This design comes from an exercise in tuning for small area, a short achievable clock period and few clock cycles per item on the open sky130 flow, not from production work.
In this exercise RTL edits were held to simulation tests only and were not proved equivalent to the original.

File: flow/flow/run.sh
#!/bin/bash
# The standard layout (the standard.sh: standard synthesis, floorplan, place,
# CTS, route, finish), with the port buffers made from buf_1 cells instead of
# the default choice, and timing repair aiming at 6.5 ns of setup slack.  make's full output goes to make.log in this folder;
# ORFS keeps each step's own log under orfs/logs.
set -euo pipefail
bash standard.sh BUFFER_PORTS_ARGS="-buffer_cell sky130_fd_sc_hd__buf_1" SETUP_SLACK_MARGIN=6.5 finish > make.log 2>&1
File: flow/standard.sh
#!/bin/bash
# synth_recipe.tcl (not shown) runs the flow's synth.tcl, then flattens the netlist and writes it again
# the make line also repeats each setting of config.mk as NAME=value (left out here)
make -C /OpenROAD-flow-scripts/flow DESIGN_CONFIG=/design/flow/config.mk WORK_HOME=/design/flow/orfs CLKGATE_MAP_FILE= SYNTH_SCRIPT=/design/flow/synth_recipe.tcl "${@:-finish}"
File: flow/config.mk
export PLATFORM = sky130hd
export DESIGN_NAME = SHA256_controller
export DESIGN_NICKNAME = SHA256_controller
export VERILOG_FILES = /design/flow/design.v
export SDC_FILE = /design/flow/constraint.sdc
export NUM_CORES = 4
export LEC_CHECK = 0
export ABC_AREA = 1
export CAP_MARGIN = 20
export CORE_MARGIN = 2
export CORE_UTILIZATION = 40
export SETUP_SLACK_MARGIN = 5.0
export SLEW_MARGIN = 20
export TNS_END_PERCENT = 5
File: flow/constraint.sdc
create_clock -name core_clock -period 10.0 [get_ports {CLOCK_50}]
set_input_delay 2.0000 -clock core_clock [delete_from_list [all_inputs] [get_ports {CLOCK_50}]]
set_output_delay 2.0000 -clock core_clock [all_outputs]
set_load 0.01 [all_outputs]
File: flow/design.v
module sigma0 (input [31:0] in, output [31:0] out);
	assign out = {in[6:0], in[31:7]} ^ {in[17:0], in[31:18]} ^ (in >> 3);
endmodule
module sigma1 (input [31:0] in, output [31:0] out);
	assign out = {in[16:0], in[31:17]} ^ {in[18:0], in[31:19]} ^ (in >> 10);
endmodule
module SIGMA0 (input [31:0] in, output [31:0] out);
	assign out = {in[1:0], in[31:2]} ^ {in[12:0], in[31:13]} ^ {in[21:0], in[31:22]};
endmodule
module SIGMA1 (input [31:0] in, output [31:0] out);
	assign out = {in[5:0], in[31:6]} ^ {in[10:0], in[31:11]} ^ {in[24:0], in[31:25]};
endmodule
module choice (input [31:0] in0, in1, in2, output [31:0] out);
	assign out = (in0 & in1) | (~in0 & in2);
endmodule
module majority (input [31:0] in0, in1, in2, output [31:0] out);
	assign out = (in0 & in1) | (in0 & in2) | (in1 & in2);
endmodule
module sha256_k_next (input [5:0] idx, output logic [31:0] k);
	always_comb
		case (idx)
			6'd0: k = 32'h71374491;
			6'd1: k = 32'hb5c0fbcf;
			6'd2: k = 32'he9b5dba5;
			6'd3: k = 32'h3956c25b;
			6'd4: k = 32'h59f111f1;
			6'd5: k = 32'h923f82a4;
			6'd6: k = 32'hab1c5ed5;
			6'd7: k = 32'hd807aa98;
			6'd8: k = 32'h12835b01;
			6'd9: k = 32'h243185be;
			6'd10: k = 32'h550c7dc3;
			6'd11: k = 32'h72be5d74;
			6'd12: k = 32'h80deb1fe;
			6'd13: k = 32'h9bdc06a7;
			6'd14: k = 32'hc19bf174;
			6'd15: k = 32'he49b69c1;
			6'd16: k = 32'hefbe4786;
			6'd17: k = 32'h0fc19dc6;
			6'd18: k = 32'h240ca1cc;
			6'd19: k = 32'h2de92c6f;
			6'd20: k = 32'h4a7484aa;
			6'd21: k = 32'h5cb0a9dc;
			6'd22: k = 32'h76f988da;
			6'd23: k = 32'h983e5152;
			6'd24: k = 32'ha831c66d;
			6'd25: k = 32'hb00327c8;
			6'd26: k = 32'hbf597fc7;
			6'd27: k = 32'hc6e00bf3;
			6'd28: k = 32'hd5a79147;
			6'd29: k = 32'h06ca6351;
			6'd30: k = 32'h14292967;
			6'd31: k = 32'h27b70a85;
			6'd32: k = 32'h2e1b2138;
			6'd33: k = 32'h4d2c6dfc;
			6'd34: k = 32'h53380d13;
			6'd35: k = 32'h650a7354;
			6'd36: k = 32'h766a0abb;
			6'd37: k = 32'h81c2c92e;
			6'd38: k = 32'h92722c85;
			6'd39: k = 32'ha2bfe8a1;
			6'd40: k = 32'ha81a664b;
			6'd41: k = 32'hc24b8b70;
			6'd42: k = 32'hc76c51a3;
			6'd43: k = 32'hd192e819;
			6'd44: k = 32'hd6990624;
			6'd45: k = 32'hf40e3585;
			6'd46: k = 32'h106aa070;
			6'd47: k = 32'h19a4c116;
			6'd48: k = 32'h1e376c08;
			6'd49: k = 32'h2748774c;
			6'd50: k = 32'h34b0bcb5;
			6'd51: k = 32'h391c0cb3;
			6'd52: k = 32'h4ed8aa4a;
			6'd53: k = 32'h5b9cca4f;
			6'd54: k = 32'h682e6ff3;
			6'd55: k = 32'h748f82ee;
			6'd56: k = 32'h78a5636f;
			6'd57: k = 32'h84c87814;
			6'd58: k = 32'h8cc70208;
			6'd59: k = 32'h90befffa;
			6'd60: k = 32'ha4506ceb;
			6'd61: k = 32'hbef9a3f7;
			6'd62: k = 32'hc67178f2;
			default: k = 32'h428a2f98;
		endcase
endmodule
module csa (input [31:0] x, y, z, output [31:0] s, c);
	assign s = x ^ y ^ z;
	assign c = {(x[30:0] & y[30:0]) | (x[30:0] & z[30:0]) | (y[30:0] & z[30:0]), 1'b0};
endmodule
module csa1 (input [31:0] x, y, z, output [31:0] s, c);
	assign s = x ^ y ^ z;
	assign c = {(x[30:0] & y[30:0]) | (x[30:0] & z[30:0]) | (y[30:0] & z[30:0]), 1'b1};
endmodule
module sk_add (input [31:0] a, b, output [31:0] s);
	logic [31:0] g [0:5];
	logic [31:0] p [0:5];
	assign g[0] = a & b;
	assign p[0] = a | b;
	genvar l, i;
	generate
		for (l = 0; l < 5; l++) begin : lv
			for (i = 0; i < 32; i++) begin : bt
				if ((i >> l) & 1) begin
					localparam int j = ((i >> l) << l) - 1;
					assign g[l+1][i] = g[l][i] | (p[l][i] & g[l][j]);
					assign p[l+1][i] = p[l][i] & p[l][j];
				end else begin
					assign g[l+1][i] = g[l][i];
					assign p[l+1][i] = p[l][i];
				end
			end
		end
	endgenerate
	assign s = a ^ b ^ {g[5][30:0], 1'b0};
endmodule
module SHA256_core (
	input clk,
	input ld,
	input ld0,
	input ph2,            
	input lpre2,          
	input [3:0] ffe_w,    
	input [3:0] ffa_w,    
	input [3:0] esel,     
	input [3:0] asel,     
	input oph2,           
	input park_d,         
	input park_w,         
	input park_a,         
	input cmp_d,          
	input [2:0] cr,       
	input [1:0] wsel,     
	input [3:0] k,
	input [5:0] rnd,      
	input [255:0] midstate,
	input [95:0] data,
	input [31:0] n,
	input [255:0] target,
	output e_lt, e_eq     
);
	localparam [255:0] IV = 256'h6a09e667bb67ae853c6ef372a54ff53a510e527f9b05688c1f83d9ab5be0cd19;
	localparam [31:0] K0 = 32'h428a2f98;
	localparam [31:0] C2 = 32'h5be0cd19 + 32'h428a2f98 + 32'ha54ff53a;
	logic [31:0] a, b, c, d, e, f, g;
	logic [31:0] w [0:15];
	logic [31:0] pre_s, pre_c;
	logic [31:0] S0, S1, ch, mj;
	SIGMA0 SG0(a, S0);
	SIGMA1 SG1(e, S1);
	choice chs(e, f, g, ch);
	majority mjs(a, b, c, mj);
	logic [31:0] e1s, e1c, e2s, e2c, e_new;
	csa ce1(ch, pre_s, pre_c, e1s, e1c);
	csa ce2(e1s, e1c, S1, e2s, e2c);
	sk_add ae(e2s, e2c, e_new);
	logic [31:0] a1s, a1c, a2s, a2c, a_new;
	csa1 ca1(mj, e, ~d, a1s, a1c);
	csa  ca2(a1s, a1c, S0, a2s, a2c);
	sk_add aa(a2s, a2c, a_new);
	logic [31:0] s0w, s1w, wu, wv, wx, wy, wn;
	sigma0 sg0(w[1], s0w);
	sigma1 sg1(w[14], s1w);
	csa cw1(w[9], w[0], s0w, wu, wv);
	csa cw2(wu, wv, s1w, wx, wy);
	assign wn = wx + wy;
	logic [31:0] bw, w15;
	always_comb begin
		bw = 32'd0;
		if (wsel[0])
			case (k)
				4'd0: bw = data[95:64];
				4'd1: bw = data[63:32];
				4'd2: bw = data[31:0];
				4'd3: bw = {n[7:0], n[15:8], n[23:16], n[31:24]};
				4'd4: bw = 32'h80000000;
				4'd15: bw = 32'd640;
				default: bw = 32'd0;
			endcase
		else
			case (k)
				4'd8: bw = 32'h80000000;
				4'd15: bw = 32'd256;
				default: bw = 32'd0;
			endcase
	end
	assign w15 = (wsel == 2'd0) ? wn : bw;
	logic [31:0] kn, p1s, p1c, pn_s, pn_c;
	sha256_k_next kr(rnd, kn);
	csa cp1(g, b, w[1], p1s, p1c);
	csa cp2(p1s, p1c, kn, pn_s, pn_c);
	logic [31:0] l1s, l1c, q1s, q1c;
	csa cl1(midstate[31:0], K0, data[95:64], l1s, l1c);
	csa cl2(l1s, l1c, midstate[159:128], q1s, q1c);
	logic [31:0] opa, ope, opr_a, opr_e, ffa, ffe, te, xe, xd;
	always_comb begin
		ope = ({32{esel[0]}} & (oph2 ? IV[31:0]   : midstate[31:0]))
		    | ({32{esel[1]}} & (oph2 ? IV[63:32]  : midstate[63:32]))
		    | ({32{esel[2]}} & (oph2 ? IV[95:64]  : midstate[95:64]))
		    | ({32{esel[3]}} & (oph2 ? IV[127:96] : midstate[127:96]));
		opa = ({32{asel[0]}} & (oph2 ? IV[159:128] : midstate[159:128]))
		    | ({32{asel[1]}} & (oph2 ? IV[191:160] : midstate[191:160]))
		    | ({32{asel[2]}} & (oph2 ? IV[223:192] : midstate[223:192]))
		    | ({32{asel[3]}} & (oph2 ? IV[255:224] : midstate[255:224]));
		case (cr)
			3'd0: te = target[255:224];
			3'd1: te = target[223:192];
			3'd2: te = target[191:160];
			3'd3: te = target[159:128];
			3'd4: te = target[127:96];
			3'd5: te = target[95:64];
			3'd6: te = target[63:32];
			default: te = target[31:0];
		endcase
	end
	always_ff @(posedge clk) begin
		opr_a <= opa;
		opr_e <= ope;
	end
	assign ffa = a + opr_a;
	assign ffe = e + opr_e;
	assign xd = cmp_d ? d : w[0];
	assign xe = {xd[7:0], xd[15:8], xd[23:16], xd[31:24]};
	assign e_lt = xe < te;
	assign e_eq = xe == te;
	logic [255:0] lv;
	assign lv = ph2 ? IV : midstate;
	always_ff @(posedge clk) begin
		if (ld) begin
			{e, f, g} <= lv[127:32];
			{b, c} <= lv[191:128];
			if (lpre2)
				{pre_s, pre_c} <= {a ^ opr_a ^ C2, (a[30:0] & opr_a[30:0]) | (a[30:0] & C2[30:0]) | (opr_a[30:0] & C2[30:0]), 1'b0};
			else
				{pre_s, pre_c} <= {q1s, q1c};
		end else begin
			g <= f; f <= e; e <= e_new;
			c <= b; b <= a;
			{pre_s, pre_c} <= {pn_s, pn_c};
		end
		d <= park_d ? ffe : c;
		a <= (ld | ld0) ? (ld ? lv[223:192] : lv[255:224]) : a_new;
		for (int j = 0; j < 15; j++) w[j] <= w[j+1];
		w[15] <= w15;
		if (ffe_w[0]) w[11] <= ffe;
		if (ffe_w[1]) w[9]  <= ffe;
		if (ffe_w[2]) w[7]  <= ffe;
		if (ffe_w[3]) w[5]  <= ffe;
		if (ffa_w[0]) w[6]  <= ffa;
		if (ffa_w[1]) w[4]  <= ffa;
		if (ffa_w[2]) w[2]  <= ffa;
		if (ffa_w[3]) w[0]  <= ffa;
		if (park_w) w[0] <= park_a ? ffa : ffe;
	end
endmodule
module SHA256_controller (
	input CLOCK_50,
	input calculate,
	input [95:0] data,
	input [255:0] midstate,
	input [255:0] target,
	output [31:0] good_nonce,
	output reg done
);
	localparam [1:0] RELOAD = 2'd0, H1 = 2'd1, H2 = 2'd2, FOUND = 2'd3;
	logic [1:0] st;
	logic [6:0] rnd, rnd_n;
	logic [31:0] nonce;    
	logic slow;            
	logic pass2;           
	logic e_lt, e_eq;
	logic edec, elt;
	logic dec;             
	logic acted;           
	logic r_lt, r_eq;
	logic [1:0] cr;
	logic ld, ld0, ph2, lpre2, oph2, park_d, park_w;
	logic [3:0] ffe_w, ffa_w, esel, esel_n, asel_n, k;
	logic [1:0] wsel;
	logic [6:0] r60, r61, r62;
	assign r60 = rnd - 7'd60;
	assign r61 = rnd - 7'd61;
	assign r62 = rnd - 7'd62;
	always_comb begin
		rnd_n = rnd + 7'd1;
		case (st)
			RELOAD: if (rnd == 7'd61) rnd_n = 7'd0;
			H1: if (rnd == 7'd65) rnd_n = 7'd0;
			H2: if (!slow && rnd == 7'd61) rnd_n = 7'd0;
			    else if (slow && rnd == 7'd67) rnd_n = 7'd46;
			default: ;
		endcase
	end
	always_comb begin
		ld = 1'b0; ld0 = 1'b0; ph2 = 1'b0; lpre2 = 1'b0; oph2 = 1'b0;
		park_d = 1'b0; park_w = 1'b0;
		ffe_w = 4'd0; ffa_w = 4'd0;
		esel = 4'd0; esel_n = 4'd0; asel_n = 4'd0;
		wsel = 2'd0; k = rnd[3:0];
		if (rnd >= 7'd61 && rnd <= 7'd64) esel[r61[1:0]] = 1'b1;
		if (rnd >= 7'd60 && rnd <= 7'd63) esel_n[r60[1:0]] = 1'b1;
		if (rnd >= 7'd61 && rnd <= 7'd64) asel_n[r61[1:0]] = 1'b1;
		case (st)
			RELOAD: begin
				wsel = 2'd1;
				k = rnd[3:0] - 4'd14;
				if (rnd == 7'd61) ld = 1'b1;
			end
			H1: begin
				if (rnd == 7'd0) ld0 = 1'b1;
				if (rnd >= 7'd58) begin
					wsel = 2'd2;
					k = rnd[3:0] - 4'd2;
				end
				if (rnd >= 7'd61 && rnd <= 7'd64) ffe_w = esel;
				if (rnd >= 7'd62 && rnd <= 7'd65) ffa_w[r62[1:0]] = 1'b1;
				if (rnd == 7'd65) begin
					ld = 1'b1;
					ph2 = 1'b1;
					lpre2 = 1'b1;
				end
			end
			H2: begin
				oph2 = 1'b1;
				ph2 = 1'b1;
				if (rnd == 7'd0) ld0 = 1'b1;
				if (!slow) begin
					if (rnd >= 7'd46) begin
						wsel = 2'd1;
						k = rnd[3:0] - 4'd14;
					end
					if (rnd == 7'd61) begin
						park_d = 1'b1;
						ld = 1'b1;
						ph2 = 1'b0;
					end
				end else if (pass2 ? rnd >= 7'd62 : rnd >= 7'd61)
					park_w = 1'b1;
			end
			default: ;
		endcase
	end
	SHA256_core core (
		.clk(CLOCK_50),
		.ld(ld), .ld0(ld0), .ph2(ph2), .lpre2(lpre2),
		.ffe_w(ffe_w), .ffa_w(ffa_w), .esel(esel_n), .asel(asel_n), .oph2(oph2),
		.park_d(park_d), .park_w(park_w), .park_a(pass2), .cmp_d(dec), .cr({pass2, cr}),
		.wsel(wsel), .k(k), .rnd(rnd[5:0]),
		.midstate(midstate), .data(data),
		.n(st == RELOAD ? nonce : nonce + 32'd1),
		.target(target),
		.e_lt(e_lt), .e_eq(e_eq)
	);
	always_ff @(posedge CLOCK_50) begin
		dec <= st == H2 && !slow && rnd == 7'd61;
		cr <= (st == H2 && !slow && rnd == 7'd61) ? 2'd0 : rnd_n[1:0] - (pass2 ? 2'd3 : 2'd2);
		acted <= dec;
		r_lt <= e_lt;
		r_eq <= e_eq;
		if (pass2 ? (rnd == 7'd63 || (!edec && rnd <= 7'd66))
		          : (rnd == 7'd62 || (!edec && rnd <= 7'd65))) begin
			edec <= !e_eq;
			elt <= e_lt;
		end
	end
	always_ff @(posedge CLOCK_50 or posedge calculate)
		if (calculate) begin
			st <= RELOAD;
			rnd <= 7'd46;
			slow <= 1'b0;
			pass2 <= 1'b0;
			nonce <= 32'h913914e3;
			done <= 1'b0;
		end else begin
			rnd <= rnd_n;
			case (st)
				RELOAD: if (rnd == 7'd61) st <= H1;
				H1: begin
					if (acted) begin
						if (!r_eq) begin
							if (r_lt) begin
								st <= FOUND;
								done <= 1'b1;
							end else
								nonce <= nonce + 32'd1;
						end else begin
							st <= RELOAD;
							slow <= 1'b1;
						end
					end
					if (rnd == 7'd65) st <= H2;
				end
				H2: begin
					if (!slow && rnd == 7'd61) st <= H1;
					if (slow && rnd == 7'd67) begin
						st <= RELOAD;
						if (edec && elt) begin
							st <= FOUND;
							done <= 1'b1;
						end else if (!edec && !pass2)
							pass2 <= 1'b1;
						else begin
							slow <= 1'b0;
							pass2 <= 1'b0;
							nonce <= nonce + 32'd1;
						end
					end
				end
				default: ;
			endcase
		end
	assign good_nonce = nonce;
endmodule
==> results.json, run 1 <==
{
  "status": "complete, no violations",
  "drt-initial-drc-count": 8103,
  "path_clk_slew_ps": 70,
  "cts_made_buffers": 103,
  "fin_setup_tns_ps": 0,
  "cp_max_fo": 15,
  "ys_seq_elements": 915,
  "path_common_cell": "a31oi_1",
  "routed_via_density": 5.85,
  "vias": 58401,
  "period_share_pct": 38.7,
  "fin_cells": 9980,
  "r2r_slack_ps": 6130,
  "avgSynthCellArea_sq_um": 7.69,
  "netlist_instances": 7409,
  "first_pass_iters": 6,
  "antenna_found_initial": 31,
  "gp_congestion": 1.11,
  "grt_pass1_wl_um": 445000,
  "synth_area_sq_mm": 0.0570,
  "rsz0062_at_grt": "true",
  "die_area_sq_mm": 0.146,
  "cts_root_buf": "clkbuf_16",
  "crit_required_ps": 10580,
  "end_kind": "flip-flop",
  "drive_above_1_share_pct": 11.3,
  "clock_latency_ps": 780,
  "start_util_pct": 40.3,
  "cts_tree": "yes",
  "clock_sinks": 915,
  "yosysWarningCount": 8,
  "rows": 138,
  "yosys.cell_types.count": 71,
  "core_area_sq_mm": 0.141,
  "reg2reg_depth": 10,
  "crit_path_top_delay_cell": "a211oi_1",
  "seq_area_frac_synth_pct": 32.6,
  "design.portCount": 643,
  "routedWlPerCell_um": 33.4,
  "whs_endpoint": "core.w[1][2]",
  "ant_nets": 0,
  "finalSetupViolCount": 0,
  "crit_arrival_ps": 4450,
  "cts_max_path_buffers": 3,
  "grt_max_degree": 97,
  "die_h_um": 381,
  "crit_path_start_kind": "flip-flop",
  "fmax_mhz": 259,
  "timing.rr.start": "rnd[1]",
  "path_cells": "inv_2 -> ha_1 -> nand2_1 -> inv_1 -> o21ai_0 -> a31oi_1 -> a211oi_1 -> fa_1 -> nor2_1 -> a31oi_1",
  "hold_viol_final": 0,
  "drv_slew": 0,
  "worst_slew_pin_slew_ps": 1160,
  "htree_levels": 3,
  "synth_flop_cell": "dfxtp_1",
  "slew_headroom_pct": 22.7,
  "slowest_delay_ps": 780,
  "drv_cap": 0,
  "grt-ovfl-total": 0,
  "synth_edf_count": 2,
  "hold_path_depth": 0,
  "hpwl_um": 265000,
  "synthArstFlopShare_pct": 4.81,
  "port_buffers": 642,
  "drt-total-wl_um": 333000,
  "syn_to_final_growth_pct": 18.9,
  "finalCriticalPeriod_ps": 3870,
  "skew_ps": 65.0,
  "synth_nets": 8628,
  "remaining_drc_errors": 0,
  "fp.dieW_um": 381,
  "hold_class": "flip-flop to flip-flop",
  "grt.total_usage_pct": 44.1,
  "grt_pass1_vias": 54481,
  "critPathKind": "flip-flop to flip-flop",
  "dp.cells": 9673,
  "hold_path.startpoint": "core.w[2][2]",
  "finalNetCount": 9205,
  "r2r-end": "core.pre_s[11]"
}
[Yosys cell counts, types with 20 or more instances]
cell      instances  share of area [%]
a21oi_1         337                3.0
o21ai_0         772                6.8
o22ai_1          49               0.54
o211ai_1         45               0.59
fa_1            284                 10
inv_1          1029                6.8
a22oi_1          37               0.49
nor2_1          399                2.6
dfxtp_1         869                 31
mux2_2           29               0.57
o22a_1           20               0.31
nor3_1           51               0.45
a22o_1           23               0.35
ha_1            325                7.1
o21ai_1          69               0.61
a31oi_1          45               0.49
dfrtp_1          26                1.1
a221oi_1         52               0.80
clkbuf_1        209                1.4
o21bai_1         45               0.59
xor2_1          199                3.1
nand2_1        1488                9.8
buf_2           112               0.98
nand4_1          91                1.0
nand3_1         355                3.1
xnor2_1         165                2.5
[per-layer routing]
layer	up-vias	global-route usage, %	share of wire, %
li1	25230	-	-
met1	27948	54.8	37
met2	4216	64.4	41
met3	993	11.7	12
met4	14	35.6	10
met5	-	0	0.026
[per-stage QoR]
step,util [%],worst slack (ps),hold slack (ps),area [sq um]
after global routing,47.9,6040,322,67700
after global placement,43.2,5200,310,61100
after CTS,46.6,6130,314,65900
after floorplan,-,6130,310,57100
after detailed placement,43.2,5180,312,61100
final,47.9,6130,306,67800
[worst max-delay path, delay by kind of cell, from the launching register on]
kind	cells	cell delay, ps
buf+inv	2	350
simple gates	2	490
fa+ha+maj	2	960
compound gates	4	1140
flops	1	740
[sequential cells by signal, indices dropped and copies added, names as in the netlist, 2 cells and up]
register    count
core.a         32
core.b         32
core.c         32
core.d         32
core.e         32
core.f         32
core.g         32
core.opr_a     32
core.opr_e     32
core.pre_c     31
core.pre_s     32
core.w        512
cr              2
nonce          32
rnd             7
st              2
[final cells by class]
cell class                      instances  area [sq um]
Fill cell                           14266         73700
Multi-Input combinational cell       5092         34800
Sequential cell                       915         18800
Inverter                             1054          4040
Timing Repair Buffer                  818          4010
Clock buffer                          139          2950
Tap cell                             1890          2360
Clock inverter                         55           743
Antenna cell                           15          37.5
Timing Repair inverter                  2          15.0
[cells in the final DEF, fill, tap and decap left out, types with 29 or more instances in the layout]
cell       synthesis  routed
fa_2               0      31
a221oi_1          52      40
a31oi_1           45      43
o21ai_1           69      97
nor2_1           399     366
o22ai_1           49      48
clkbuf_16          0     105
xor2_1           199     187
buf_1             12     635
mux2_2            29      29
inv_2             19      48
o21ai_0          772     720
nand3_1          355     348
nand4_1           91      91
a22oi_1           37      37
a21oi_1          337     302
nor3_1            51      40
buf_4              8     136
o21bai_1          45      37
inv_1           1029     981
nand2_1         1488    1458
o211ai_1          45      45
fa_1             284     253
dfxtp_4            0      55
ha_1             325     288
dfxtp_1          869     779
a21oi_2            2      30
xnor2_1          165     143
dfxtp_2            0      35
[kinds of logic after synthesis]
kind of cell               Yosys count  share of synthesized area (%)
adders and majority gates          609                           17.1
buffers and inverters             1404                           9.67
and+or+nand+nor                   2456                           17.9
xor gates and xnor gates           364                           5.59
muxes                               30                          0.590
DFF                                915                           32.6
AOI/OAI and AO/OA                 1631                           16.5
[repair_timing]
item | CTS | global route
gates cloned | 2 | 3
pin swaps | 43 | 86
resized for setup | 285 | 375
hold buffers | 0 | 0
setup endpoints to repair | 552 | 524
buffers inserted | 41 | 52
[how the worst max path moves through the flow]
| stage | slack, ps | start | end |
|---|---|---|---|
| global placement | 5200 | target[211] | elt |
| global route | 6040 | core.w[1][4] | core.w[15][29] |
| floorplan | 6130 | target[57] | edec |
| CTS | 6130 | core.w[1][4] | core.w[15][29] |
| detailed placement | 5180 | target[211] | elt |
| finish | 6130 | rnd[1] | core.pre_s[11] |
Testbench counts, summed over its fixed seeds: cycles 1,043,776, nonces 8,126.
==> inputs of run 2 (changes only) <==
==> flow/flow/run.sh (replaced) <==
#!/bin/bash
# The standard layout (the standard.sh: standard synthesis, floorplan, place,
# CTS, route, finish), with the port buffers made from buf_1 cells instead of
# the default choice, and timing repair aiming at 6.8 ns of setup slack.  make's full output goes to make.log in this folder;
# ORFS keeps each step's own log under orfs/logs.
set -euo pipefail
bash standard.sh BUFFER_PORTS_ARGS="-buffer_cell sky130_fd_sc_hd__buf_1" SETUP_SLACK_MARGIN=6.8 finish > make.log 2>&1
==> results.json, run 2 <==
{
  "path_clk_slew_ps": 70,
  "place_ws_ps": 4960,
  "die_h_um": 381,
  "rows": 138,
  "drv_cap": 0,
  "critPathKind": "flip-flop to flip-flop",
  "synth_area_sq_mm": 0.0570,
  "synth_flop_cell": "dfxtp_1",
  "netlist_instances": 7409,
  "synthArstFlopShare_pct": 4.81,
  "antenna_found_initial": 50,
  "skew_ps": 77.8,
  "drv_slew": 0,
  "htree_levels": 3,
  "grt_max_degree": 142,
  "cts_root_buf": "clkbuf_16",
  "final_common_cell": "nand2_1",
  "synth_area_leaders": "dfxtp_1, fa_1, nand2_1",
  "hpwl_um": 260000,
  "yosysWarningCount": 8,
  "cts_made_buffers": 102,
  "rsz0062_at_grt": "true",
  "grt_pass1_vias": 55242,
  "worst_slew_pin_slew_ps": 1250,
  "drt-total-wl_um": 328000,
  "remaining_drc_errors": 0,
  "synth_nets": 8628,
  "clock_sinks": 915,
  "finalCriticalPeriod_ps": 3990,
  "vias": 59303,
  "fin_util_pct": 48.1,
  "fmax_mhz": 251,
  "dp.cells": 9665,
  "start_util_pct": 40.3,
  "cts_max_path_buffers": 3,
  "crit_required_ps": 10570,
  "largest_reg_flops": 512,
  "cts_tree": "yes",
  "post-synth-top-count-cell": "nand2_1",
  "fin_cells": 10030,
  "top_register": "core.w",
  "synth_edf_count": 2,
  "end_kind": "flip-flop",
  "first_pass_iters": 9,
  "hold_viol_final": 0,
  "finalNetCount": 9239,
  "die_area_sq_mm": 0.146,
  "synth_area_leader_cell": "dfxtp_1",
  "hold_class": "flip-flop to flip-flop",
  "crit_arrival_ps": 4560,
  "ys_seq_elements": 915,
  "drt-initial-drc-count": 8587,
  "finalSetupViolCount": 0,
  "drive_above_1_share_pct": 11.3,
  "yosys.cell_types.count": 71,
  "grt-ovfl-total": 0,
  "cp_max_fo": 21,
  "core_area_sq_mm": 0.141,
  "crit_path_start_kind": "flip-flop",
  "period_share_pct": 39.9,
  "routed_via_density": 5.91,
  "port_buffers": 642,
  "fin_setup_tns_ps": 0,
  "ant_nets": 0,
  "status": "complete, no violations",
  "routedWlPerCell_um": 32.7,
  "syn_to_final_growth_pct": 19.4,
  "seq_area_frac_synth_pct": 32.6,
  "synthTopCellsByCount": "nand2_1, inv_1, dfxtp_1, o21ai_0, nor2_1",
  "clock_latency_ps": 780,
  "design.portCount": 643,
  "timing.final.ws_setup_ps": 6010,
  "layout_common_cells": "nand2_1, inv_1, dfxtp_1",
  "synth_top_cell_area_share_pct": 30.5,
  "grt_pass1_wl_um": 438000,
  "cts-hold-fix-buffers": 0,
  "slew_headroom_pct": 16.6,
  "avgSynthCellArea_sq_um": 7.69,
  "fp.dieW_um": 381,
  "grt.total_usage_pct": 43.2,
  "gp_congestion": 1.15
}
-- run 2: final timing paths --
kind	start	end	slack [ps]	depth (start not counted)
max	rnd[0]	core.pre_s[13]	6010	15
min	core.w[11][26]	core.w[10][26]	320	0
max reg2reg	rnd[0]	core.pre_s[13]	6010	15
min reg2reg	core.w[11][26]	core.w[10][26]	320	0
max in group asynchronous	calculate	pass2	8110	3
min in group asynchronous	calculate	pass2	1400	3
-- run 2: what timing repair did --
item / 4_1_cts / 5_1_grt
resized for setup: 309 / 320
pin swaps: 44 / 75
setup endpoints to repair: 683 / 668
buffers inserted: 65 / 63
cloned: 7 / 6
-- run 2: critical path, stage by stage (launching register included) --
cell,delay [ps]
dfrtp_1,380
buf_8,180
clkinv_1,100
buf_4,260
ha_2,410
nor2_4,100
inv_2,200
o21ai_0,120
a21oi_1,390
a21oi_1,210
a21oi_1,230
o21ai_0,120
a21oi_1,440
fa_1,480
nand2_1,70
o21ai_0,90
-- run 2: stage by stage --
stage               instance area, sq um  hold slack (ps)
detailed placement                 61100              312
global route                       68000              322
CTS                                66200              321
global placement                   61100              310
finish                             68100              320
floorplan                          57100              310
-- run 2: per-layer routing --
layer,global-route usage (%),up-vias,part of all wire [%]
met2,62.0,4420,41
met4,35.6,14,10
met3,12.9,1109,13
met5,0,-,0.025
met1,53.4,28437,37
li1,-,25323,-
-- run 2: final cells by class --
type                            instances  area [sq um]
Timing Repair Buffer                  851          4470
Tap cell                             1890          2360
Timing Repair inverter                  4          31.3
Multi-Input combinational cell       5092         34600
Antenna cell                           31          77.6
Inverter                             1054          4090
Fill cell                           14227         73300
Clock inverter                         57           762
Sequential cell                       915         18800
Clock buffer                          136          2860
-- run 2: logic make-up (layout without fill, tap and decap cells) --
group	Yosys count	count (layout)	share of synthesized area, %
compound gates	1631	1631	16.5
xor+xnor	364	364	5.59
fa+ha+maj	609	609	17.1
buf+inv	1404	2102	9.67
flops	915	915	32.6
mux	30	30	0.590
other cells	0	31	0
simple gates	2456	2458	17.9
==> inputs of run 3 (changes only) <==
==> flow/flow/run.sh (replaced) <==
#!/bin/bash
# The standard layout (the standard.sh: standard synthesis, floorplan, place,
# CTS, route, finish), with the port buffers made from buf_1 cells instead of
# the default choice, and timing repair aiming at 6.2 ns of setup slack.  make's full output goes to make.log in this folder;
# ORFS keeps each step's own log under orfs/logs.
set -euo pipefail
bash standard.sh BUFFER_PORTS_ARGS="-buffer_cell sky130_fd_sc_hd__buf_1" SETUP_SLACK_MARGIN=6.2 finish > make.log 2>&1
==> results.json, run 3 <==
{
  "status": "complete, no violations",
  "skew_ps": 70.9,
  "grt_max_degree": 97,
  "synth_area_sq_mm": 0.0570,
  "rsz0062_at_grt": "true",
  "r2r_slack_ps": 6000,
  "layout_common_cells": "nand2_1, inv_1, dfxtp_1",
  "avgSynthCellArea_sq_um": 7.69,
  "slew_headroom_pct": 22.9,
  "antenna_found_initial": 34,
  "synth_top_cell_area_share_pct": 30.5,
  "cts_tree": "yes",
  "netlist_instances": 7409,
  "gp_congestion": 1.11,
  "grt-ovfl-total": 0,
  "drt-initial-drc-count": 8026,
  "fp.dieW_um": 381,
  "fmax_mhz": 250,
  "cts_max_path_buffers": 3,
  "synth_area_leaders": "dfxtp_1, fa_1, nand2_1",
  "fin_area_sq_mm": 0.0666,
  "crit_path_start_kind": "flip-flop",
  "hold_path.startpoint": "core.w[2][2]",
  "clock_latency_ps": 790,
  "period_share_pct": 40.0,
  "startpoint": "rnd[0]",
  "grt_pass1_vias": 54152,
  "timing.rr.start": "rnd[0]",
  "port_buffers": 642,
  "critPathTopFamily": "buffers and inverters",
  "yosysWarningCount": 8,
  "top_register": "core.w",
  "end_kind": "flip-flop",
  "synthArstFlopShare_pct": 4.81,
  "critPathKind": "flip-flop to flip-flop",
  "drt-total-wl_um": 331000,
  "routedWlPerCell_um": 33.3,
  "finalSetupViolCount": 0,
  "seq_area_frac_synth_pct": 32.6,
  "fin_setup_tns_ps": 0,
  "die_h_um": 381,
  "design.portCount": 643,
  "grt_pass1_wl_um": 443000,
  "syn_to_final_growth_pct": 16.8,
  "finalNetCount": 9167,
  "htree_levels": 3,
  "crit_buf_inv": 5,
  "clock_sinks": 915,
  "synth_edf_count": 2,
  "path_cells": "buf_4 -> clkinv_1 -> buf_4 -> ha_1 -> inv_1 -> nor2_1 -> nor2_2 -> inv_1 -> a21oi_1 -> a221oi_1 -> a21oi_2 -> fa_1 -> nor2_1 -> a31oi_1",
  "routed_via_density": 5.84,
  "path_clk_slew_ps": 70,
  "remaining_drc_errors": 0,
  "crit_arrival_ps": 4570,
  "hold_class": "flip-flop to flip-flop",
  "drive_above_1_share_pct": 9.39,
  "rows": 138,
  "die_area_sq_mm": 0.146,
  "post-synth-top-count-cell": "nand2_1",
  "worst_slew_pin_slew_ps": 1160,
  "finalCriticalPeriod_ps": 4000,
  "cts_root_buf": "clkbuf_16",
  "synthTopCellsByCount": "nand2_1, inv_1, dfxtp_1, o21ai_0, nor2_1",
  "grt.total_usage_pct": 44.0,
  "first_pass_iters": 6,
  "ys_seq_elements": 915,
  "largest_reg_flops": 512,
  "cts_made_buffers": 103,
  "slowest_delay_ps": 480,
  "start_util_pct": 40.3,
  "crit_required_ps": 10560,
  "synth_area_leader_cell": "dfxtp_1",
  "hold_viol_final": 0,
  "ant_nets": 0,
  "core_area_sq_mm": 0.141,
  "final_common_cell": "nand2_1",
  "drv_slew": 0,
  "crit_path_top_delay_cell": "fa_1",
  "yosys.cell_types.count": 71,
  "whs_ps": 300,
  "synth_flop_cell": "dfxtp_1",
  "hpwl_um": 265000,
  "drv_cap": 0,
  "final.fill_count": 14373,
  "vias": 58086,
  "cts-hold-fix-buffers": 0,
  "cp_max_fo": 21,
  "synth_nets": 8628,
  "dpl_cell_area_sq_mm": 0.0611
}
-- run 3: cell counts after synthesis --
Identical to the previous run, type by type.
-- run 3: logic make-up after synthesis --
family,after synthesis,share of synthesized area (%)
buf+inv,1404,9.67
compound gates,1631,16.5
flops,915,32.6
mux,30,0.590
simple gates,2456,17.9
xor+xnor,364,5.59
fa+ha+maj,609,17.1
-- run 3: what timing repair did --
action	CTS	global route
pin swaps	8	67
cloned	2	2
setup endpoints to repair	306	346
resized for setup	150	288
hold endpoints to repair	0	0
setup buffers	8	48
-- run 3: path summary, 6_finish.rpt --
kind | cells past startpoint | to
max in group asynchronous | 3 | rnd[4]
setup / recovery | 14 | core.pre_s[18]
setup reg to reg | 14 | core.pre_s[18]
min in group asynchronous | 3 | nonce[8]
hold reg to reg | 0 | core.w[1][2]
hold / removal | 0 | core.w[1][2]
-- run 3: layout make-up --
class	count	area, sq um	share of cell area (%)
tap	1890	2360	3.55
multi-input combinational	5092	34000	51.1
inverter	1054	4020	6.04
timing repair inverter	1	5.00	0.00752
clock buffer	139	2950	4.44
timing repair buffer	781	3640	5.47
sequential	915	18800	28.2
clock inverter	55	743	1.12
antenna	15	37.5	0.0564
-- run 3: worst reg2reg max path, cell delays in order (launching register included) --
cell and delay, ps:
dfrtp_1 340, buf_4 300, clkinv_1 160, buf_4 250
ha_1 210, inv_1 360, nor2_1 190, nor2_2 410
inv_1 170, a21oi_1 170, a221oi_1 150, a21oi_2 440
fa_1 490, nor2_1 110, a31oi_1 70
-- run 3: routing by layer --
metal	track usage (%)	share of wire, %
met5	0	0.042
met4	35.3	9.8
met3	12.1	11
met2	64.3	41
met1	54.4	37
-- run 3: per-stage QoR --
step	setup WS, ps	utilization, %	std cells
floorplan	6130	-	7409
global placement	5200	43.2	9672
detailed placement	5180	43.2	9673
CTS	5960	46.2	9877
global route	5860	47.1	9931
finish	6000	47.1	9942
==> inputs of run 4 (changes only) <==
--- a/flow/design.v
+++ b/flow/design.v
@@ -95,24 +95,2 @@
 endmodule
-module sk_add (input [31:0] a, b, output [31:0] s);
-	logic [31:0] g [0:5];
-	logic [31:0] p [0:5];
-	assign g[0] = a & b;
-	assign p[0] = a | b;
-	genvar l, i;
-	generate
-		for (l = 0; l < 5; l++) begin : lv
-			for (i = 0; i < 32; i++) begin : bt
-				if ((i >> l) & 1) begin
-					localparam int j = ((i >> l) << l) - 1;
-					assign g[l+1][i] = g[l][i] | (p[l][i] & g[l][j]);
-					assign p[l+1][i] = p[l][i] & p[l][j];
-				end else begin
-					assign g[l+1][i] = g[l][i];
-					assign p[l+1][i] = p[l][i];
-				end
-			end
-		end
-	endgenerate
-	assign s = a ^ b ^ {g[5][30:0], 1'b0};
-endmodule
 module SHA256_core (
@@ -156,3 +134,3 @@
 	csa ce2(e1s, e1c, S1, e2s, e2c);
-	sk_add ae(e2s, e2c, e_new);
+	assign e_new = e2s + e2c;
 	logic [31:0] a1s, a1c, a2s, a2c, a_new;
@@ -160,3 +138,3 @@
 	csa  ca2(a1s, a1c, S0, a2s, a2c);
-	sk_add aa(a2s, a2c, a_new);
+	assign a_new = a2s + a2c;
 	logic [31:0] s0w, s1w, wu, wv, wx, wy, wn;
==> results.json, run 4 <==
{
  "ys_seq_elements": 915,
  "top_register": "core.w",
  "fp.dieW_um": 380,
  "path_cells": "buf_4 -> buf_4 -> ha_1 -> nand3b_1 -> nand2_1 -> a21oi_2 -> inv_1 -> a21oi_1 -> xor2_2 -> o21ai_0 -> o21a_1",
  "synth_top_cell_area_share_pct": 30.7,
  "path_clk_slew_ps": 70,
  "cts_max_path_buffers": 3,
  "timing.rr.start": "core.e[2]",
  "hold_path_depth": 0,
  "layout_common_cells": "nand2_1, inv_1, dfxtp_1",
  "cts_tree": "yes",
  "synth_area_leaders": "dfxtp_1, nand2_1, fa_1",
  "drive_above_1_share_pct": 10.8,
  "start_util_pct": 40.2,
  "grt.total_usage_pct": 46.9,
  "dpl_cell_area_sq_mm": 0.0610,
  "slowest_delay_ps": 920,
  "synth_area_leader_cell": "dfxtp_1",
  "drt-initial-drc-count": 9615,
  "vias": 60637,
  "reg2reg_depth": 11,
  "post-synth-top-count-cell": "nand2_1",
  "synth_top_family_by_area": "simple AND/OR/NAND/NOR gates",
  "ant_nets": 0,
  "cp-endpoint": "core.w[0][14]",
  "crit_arrival_ps": 4620,
  "first_pass_iters": 7,
  "finalSetupViolCount": 0,
  "cp_max_fo": 6,
  "port_buffers": 642,
  "gp_congestion": 1.14,
  "syn_to_final_growth_pct": 19.4,
  "yosysWarningCount": 5,
  "hold_class": "flip-flop to flip-flop",
  "synth_flop_cell": "dfxtp_1",
  "grt_max_degree": 84,
  "cts_made_buffers": 101,
  "fin_area_sq_mm": 0.0677,
  "routedWlPerCell_um": 35.2,
  "rows": 138,
  "finalCriticalPeriod_ps": 3980,
  "avgSynthCellArea_sq_um": 7.58,
  "grt-ovfl-total": 0,
  "hpwl_um": 287000,
  "crit_required_ps": 10650,
  "synthArstFlopShare_pct": 4.81,
  "core_area_sq_mm": 0.141,
  "clock_sinks": 915,
  "drv_slew": 0,
  "hold_viol_final": 0,
  "startpoint": "core.e[2]",
  "synth_fa_ha_area_share_pct": 15.7,
  "final_common_cell": "nand2_1",
  "synthTopCellsByCount": "nand2_1, inv_1, dfxtp_1, o21ai_0, nor2_1",
  "htree_levels": 3,
  "crit_path_top_delay_cell": "xor2_2",
  "synth_area_sq_mm": 0.0567,
  "rsz0062_at_grt": "true",
  "design.portCount": 643,
  "cts_root_buf": "clkbuf_16",
  "seq_area_frac_synth_pct": 32.8,
  "worst_slew_pin_slew_ps": 1160,
  "netlist_instances": 7474,
  "fin_util_pct": 48.0,
  "slew_headroom_pct": 22.4,
  "r2r_slack_ps": 6020,
  "grt_pass1_vias": 55341,
  "r2r-end": "core.w[0][14]",
  "crit_path_start_kind": "flip-flop",
  "fmax_mhz": 251,
  "whs_ps": 309,
  "synth_xor_area_share_pct": 5.70,
  "largest_reg_flops": 512,
  "status": "complete, no violations",
  "antenna_found_initial": 55,
  "die_h_um": 380,
  "critPathKind": "flip-flop to flip-flop",
  "routed_via_density": 6.04,
  "synthSimpleGateAreaFrac_pct": 18.6,
  "path_common_cell": "buf_4",
  "skew_ps": 41.4,
  "drt-total-wl_um": 354000,
  "clock_latency_ps": 760,
  "synth_compound_area_share_pct": 17.2,
  "drv_cap": 0,
  "remaining_drc_errors": 0,
  "die_area_sq_mm": 0.145,
  "finalNetCount": 9210,
  "period_share_pct": 39.8,
  "synth_nets": 8629,
  "end_kind": "flip-flop",
  "grt_pass1_wl_um": 468000,
  "muxShareOfSynthArea_pct": 0.594,
  "fin_setup_tns_ps": 0,
  "synth_edf_count": 2,
  "yosys.cell_types.count": 70
}
## run 4: cell types whose count changed after synthesis, moves of 31 or more
cell      delta
nor2_1      +31
ha_1        -58
nand4_1     +31
nand3_1     -69
nand2_1     +90
buf_2       -44
clkbuf_1    +35
## run 4: cells by family after synthesis
group,Yosys count
multiplexers,30
AND/OR/NAND/NOR,2545
buffers and inverters,1392
flip-flops,915
adder cells (fa/ha/maj),545
AO/OA/AOI/OAI,1678
XOR/XNOR,369
## run 4: repair_timing
item | CTS | global route
setup buffers | 19 | 51
setup endpoints to repair | 522 | 431
hold endpoints to repair | 0 | 0
pin swaps | 18 | 75
gates resized for setup | 184 | 470
cloned | 7 | 4
hold buffers | 0 | 0
## run 4: layer usage
metal / part of all wire [%] / vias to the layer above / track usage (%)
met1: 40 / 29498 / 64.1
met2: 38 / 4676 / 61.4
met5: 0.040 / - / 0
li1: - / 25547 / -
met4: 6.8 / 22 / 24.8
met3: 15 / 894 / 20.2
## run 4: cell type report
cell class              instances  area (sq um)
flip-flops and latches        915         18900
well taps                    1890          2360
clock buffers                 142          2890
clock inverters                43           608
repair inverters                1          7.51
diodes                         17          42.5
multi-input cells            5170         34700
repair buffers                815          4140
inverters                    1051          4030
fillers                     14115         73400
## run 4: worst min-delay path by stage
stage | from | endpoint | slack (ps)
final | core.w[2][4] | core.w[1][4] | 310
after global routing | core.w[2][4] | core.w[1][4] | 310
after CTS | core.w[2][4] | core.w[1][4] | 320
after detailed placement | core.w[13][1] | core.w[12][1] | 310
after global placement | core.w[11][23] | core.w[10][23] | 310
after floorplan | core.w[11][0] | core.w[10][0] | 310
## run 4: critical path: cells and delay by family, from the launching register on
kind                     cells  cell delay, ps
buffers and inverters        3             470
XOR/XNOR                     1             920
AO/OA/AOI/OAI                4            1510
flip-flops                   1             340
adder cells (fa/ha/maj)      1             370
AND/OR/NAND/NOR              2             240
## run 4: through the flow
stage               std cells  setup slack, ps
CTS                      9972             5920
floorplan                7474             6210
global route            10028             5970
global placement         9761             4200
detailed placement       9761             3920
finish                  10044             6020
Testbench counts of run 4, summed over its fixed seeds: cycles 1,043,776, nonces 8,126.
==> inputs of run 5 (changes only) <==
==> flow/flow/run.sh (replaced) <==
#!/bin/bash
# The standard layout (the standard.sh: standard synthesis, floorplan, place,
# CTS, route, finish), with the port buffers made from buf_1 cells instead of
# the default choice, and timing repair aiming at 5.8 ns of setup slack.  make's full output goes to make.log in this folder;
# ORFS keeps each step's own log under orfs/logs.
set -euo pipefail
bash standard.sh BUFFER_PORTS_ARGS="-buffer_cell sky130_fd_sc_hd__buf_1" SETUP_SLACK_MARGIN=5.8 finish > make.log 2>&1
==> results.json, run 5 <==
{
  "post-synth-top-count-cell": "nand2_1",
  "largest_reg_flops": 512,
  "synth_nets": 8629,
  "synth_area_leader_cell": "dfxtp_1",
  "drv_cap": 0,
  "cts_made_buffers": 100,
  "top_register": "core.w",
  "crit_path_top_delay_cell": "a221oi_2",
  "grt_pass1_vias": 55946,
  "fp.dieW_um": 380,
  "remaining_drc_errors": 0,
  "critPathKind": "flip-flop to flip-flop",
  "die_area_sq_mm": 0.145,
  "grt.total_usage_pct": 47.0,
  "synth_area_sq_mm": 0.0567,
  "ys_seq_elements": 915,
  "finalNetCount": 9157,
  "whs_endpoint": "core.w[1][5]",
  "ant_nets": 0,
  "clock_sinks": 915,
  "synth_edf_count": 2,
  "reg2reg_depth": 13,
  "hold_viol_final": 0,
  "fin_setup_tns_ps": 0,
  "drt-initial-drc-count": 10190,
  "cts-hold-fix-buffers": 0,
  "netlist_instances": 7474,
  "drv_slew": 0,
  "crit_arrival_ps": 5010,
  "slew_headroom_pct": 15.7,
  "cp_max_fo": 44,
  "yosysWarningCount": 5,
  "fmax_mhz": 226,
  "routed_via_density": 6.06,
  "syn_to_final_growth_pct": 15.6,
  "drive_above_1_share_pct": 7.35,
  "clock_latency_ps": 740,
  "r2r_slack_ps": 5580,
  "final_common_cell": "nand2_1",
  "first_pass_iters": 7,
  "synth_flop_cell": "dfxtp_1",
  "crit_required_ps": 10590,
  "hold_path_depth": 0,
  "yosys.cell_types.count": 70,
  "design.portCount": 643,
  "r2r-end": "core.pre_s[11]",
  "critPathTopFamily": "simple AND/OR/NAND/NOR gates",
  "port_buffers": 642,
  "path_common_cell": "nor2_1",
  "period_share_pct": 44.2,
  "rsz0062_at_grt": "true",
  "crit_buf_inv": 4,
  "layout_common_cells": "nand2_1, inv_1, dfxtp_1",
  "synth_top_cell_area_share_pct": 30.7,
  "hold_path.startpoint": "core.w[2][5]",
  "cts_root_buf": "clkbuf_16",
  "antenna_found_initial": 79,
  "seq_area_frac_synth_pct": 32.8,
  "hold_class": "flip-flop to flip-flop",
  "gp_congestion": 1.11,
  "htree_levels": 3,
  "synthTopCellsByCount": "nand2_1, inv_1, dfxtp_1, o21ai_0, nor2_1",
  "timing.rr.start": "rnd[2]",
  "finalCriticalPeriod_ps": 4420,
  "avgSynthCellArea_sq_um": 7.58,
  "worst_slew_pin_slew_ps": 1260,
  "path_clk_slew_ps": 70,
  "grt-ovfl-total": 0,
  "cts_max_path_buffers": 3,
  "end_kind": "flip-flop",
  "finalSetupViolCount": 0,
  "vias": 60694,
  "slowest_delay_ps": 780,
  "drt-total-wl_um": 354000,
  "start_util_pct": 40.2,
  "hpwl_um": 292000,
  "core_area_sq_mm": 0.141,
  "crit_path_start_kind": "flip-flop",
  "path_cells": "clkbuf_8 -> clkinv_1 -> buf_4 -> nor2_1 -> inv_1 -> nand2_1 -> nor2_1 -> nor2_1 -> a221oi_1 -> a221oi_2 -> fa_1 -> nor2_1 -> a31oi_1",
  "routedWlPerCell_um": 35.4,
  "status": "complete, no violations",
  "final.fill_count": 14213,
  "cts_tree": "yes",
  "synthArstFlopShare_pct": 4.81,
  "skew_ps": 31.0,
  "die_h_um": 380,
  "rows": 138,
  "synth_area_leaders": "dfxtp_1, nand2_1, fa_1",
  "grt_max_degree": 153,
  "grt_pass1_wl_um": 469000
}
[run 5: cell counts after synthesis]
Identical to the previous run, type by type.
[run 5: how the worst max path moves through the flow]
| stage | startpoint | endpoint | slack, ps | cells after the start |
|---|---|---|---|---|
| final | rnd[2] | core.pre_s[11] | 5580 | 13 |
| after global routing | core.w[1][14] | core.w[15][18] | 5630 | 16 |
| after CTS | core.a[1] | core.a[21] | 5460 | 25 |
| after detailed placement | rnd[1] | core.a[17] | 4790 | 15 |
| after global placement | rnd[1] | core.b[7] | 4870 | 14 |
| after floorplan | core.a[1] | core.a[21] | 6010 | 26 |
[run 5: cell type report]
class	count	area [sq um]	share of cell area, %
clock inverters	64	852	1.30
flip-flops and latches	915	18700	28.5
well taps	1890	2360	3.61
inverters	1051	3980	6.08
repair buffers	765	3400	5.18
clock buffers	126	2780	4.24
diodes	31	77.6	0.118
multi-input cells	5169	33400	50.9
[run 5: through the flow]
step           hold slack, ps  setup slack [ps]  instances  utilization [%]  instance area [sq um]
6_report                  309              5580      10011             46.5                  65500
5_1_grt                   312              5630       9988             46.4                  65500
4_1_cts                   305              5460       9962             45.9                  64800
3_5_place_dp              312              4790       9772             43.3                  61100
3_3_place_gp              310              4870       9772             43.3                  61100
2_1_floorplan             310              6010       7474                -                  56700
[run 5: timing repair]
item                       CTS  global route
gates cloned                 0             2
pin swaps                    1            23
gates resized for setup     23           185
setup endpoints to repair  360           258
setup buffers                0            16
[run 5: cells by family after synthesis]
group / share of synthesized area (%)
xor+xnor: 5.70
buf+inv: 9.45
simple gates: 18.6
flops: 32.8
fa+ha+maj: 15.7
mux: 0.594
compound gates: 17.2
[run 5: layer usage]
metal	share of wire (%)	GRT usage, %
met5	0.16	1.09
met4	6.3	24.6
met3	15	18.5
met2	38	61.8
met1	40	65.0

-- static timing again, ports no longer ideal --
No port has a modelled driver above. Below, the same layouts with a new extraction and two added sets of constraints. Step 1 sets driving cells, clkbuf_16 on the clock port and buf_2 on the other inputs (assumed; they add their load-dependent delay and slew). Step 2, shift: input delay + t, output delay - t, t = (earliest + latest rising clock arrival at the registers) / 2. This alone moves slack from input paths to output paths. a / b / c = ideal / step 1 / step 2; a / b = the first two.
run | shift t [ns] | setup WS [ns] | latest minus earliest clock arrival (ns) | worst register clock-pin slew, ns
run 1 | 0.828 | 6.134 / 6.134 / 5.599 | 0.065 / 0.066 | 0.07 / 0.07
run 2 | 0.825 | 6.011 / 6.011 / 5.460 | 0.079 / 0.078 | 0.07 / 0.07
run 3 | 0.826 | 5.999 / 5.999 / 5.503 | 0.071 / 0.072 | 0.07 / 0.07
run 4 | 0.821 | 6.022 / 6.022 / 5.378 | 0.042 / 0.043 | 0.07 / 0.07
run 5 | 0.806 | 5.582 / 5.582 / 5.009 | 0.032 / 0.032 | 0.07 / 0.07
After both steps every run listed still meets setup and hold. For run 4, which loses most, drivers alone change the setup slack by 0.000 ns; drivers and shift together by -0.644 ns.
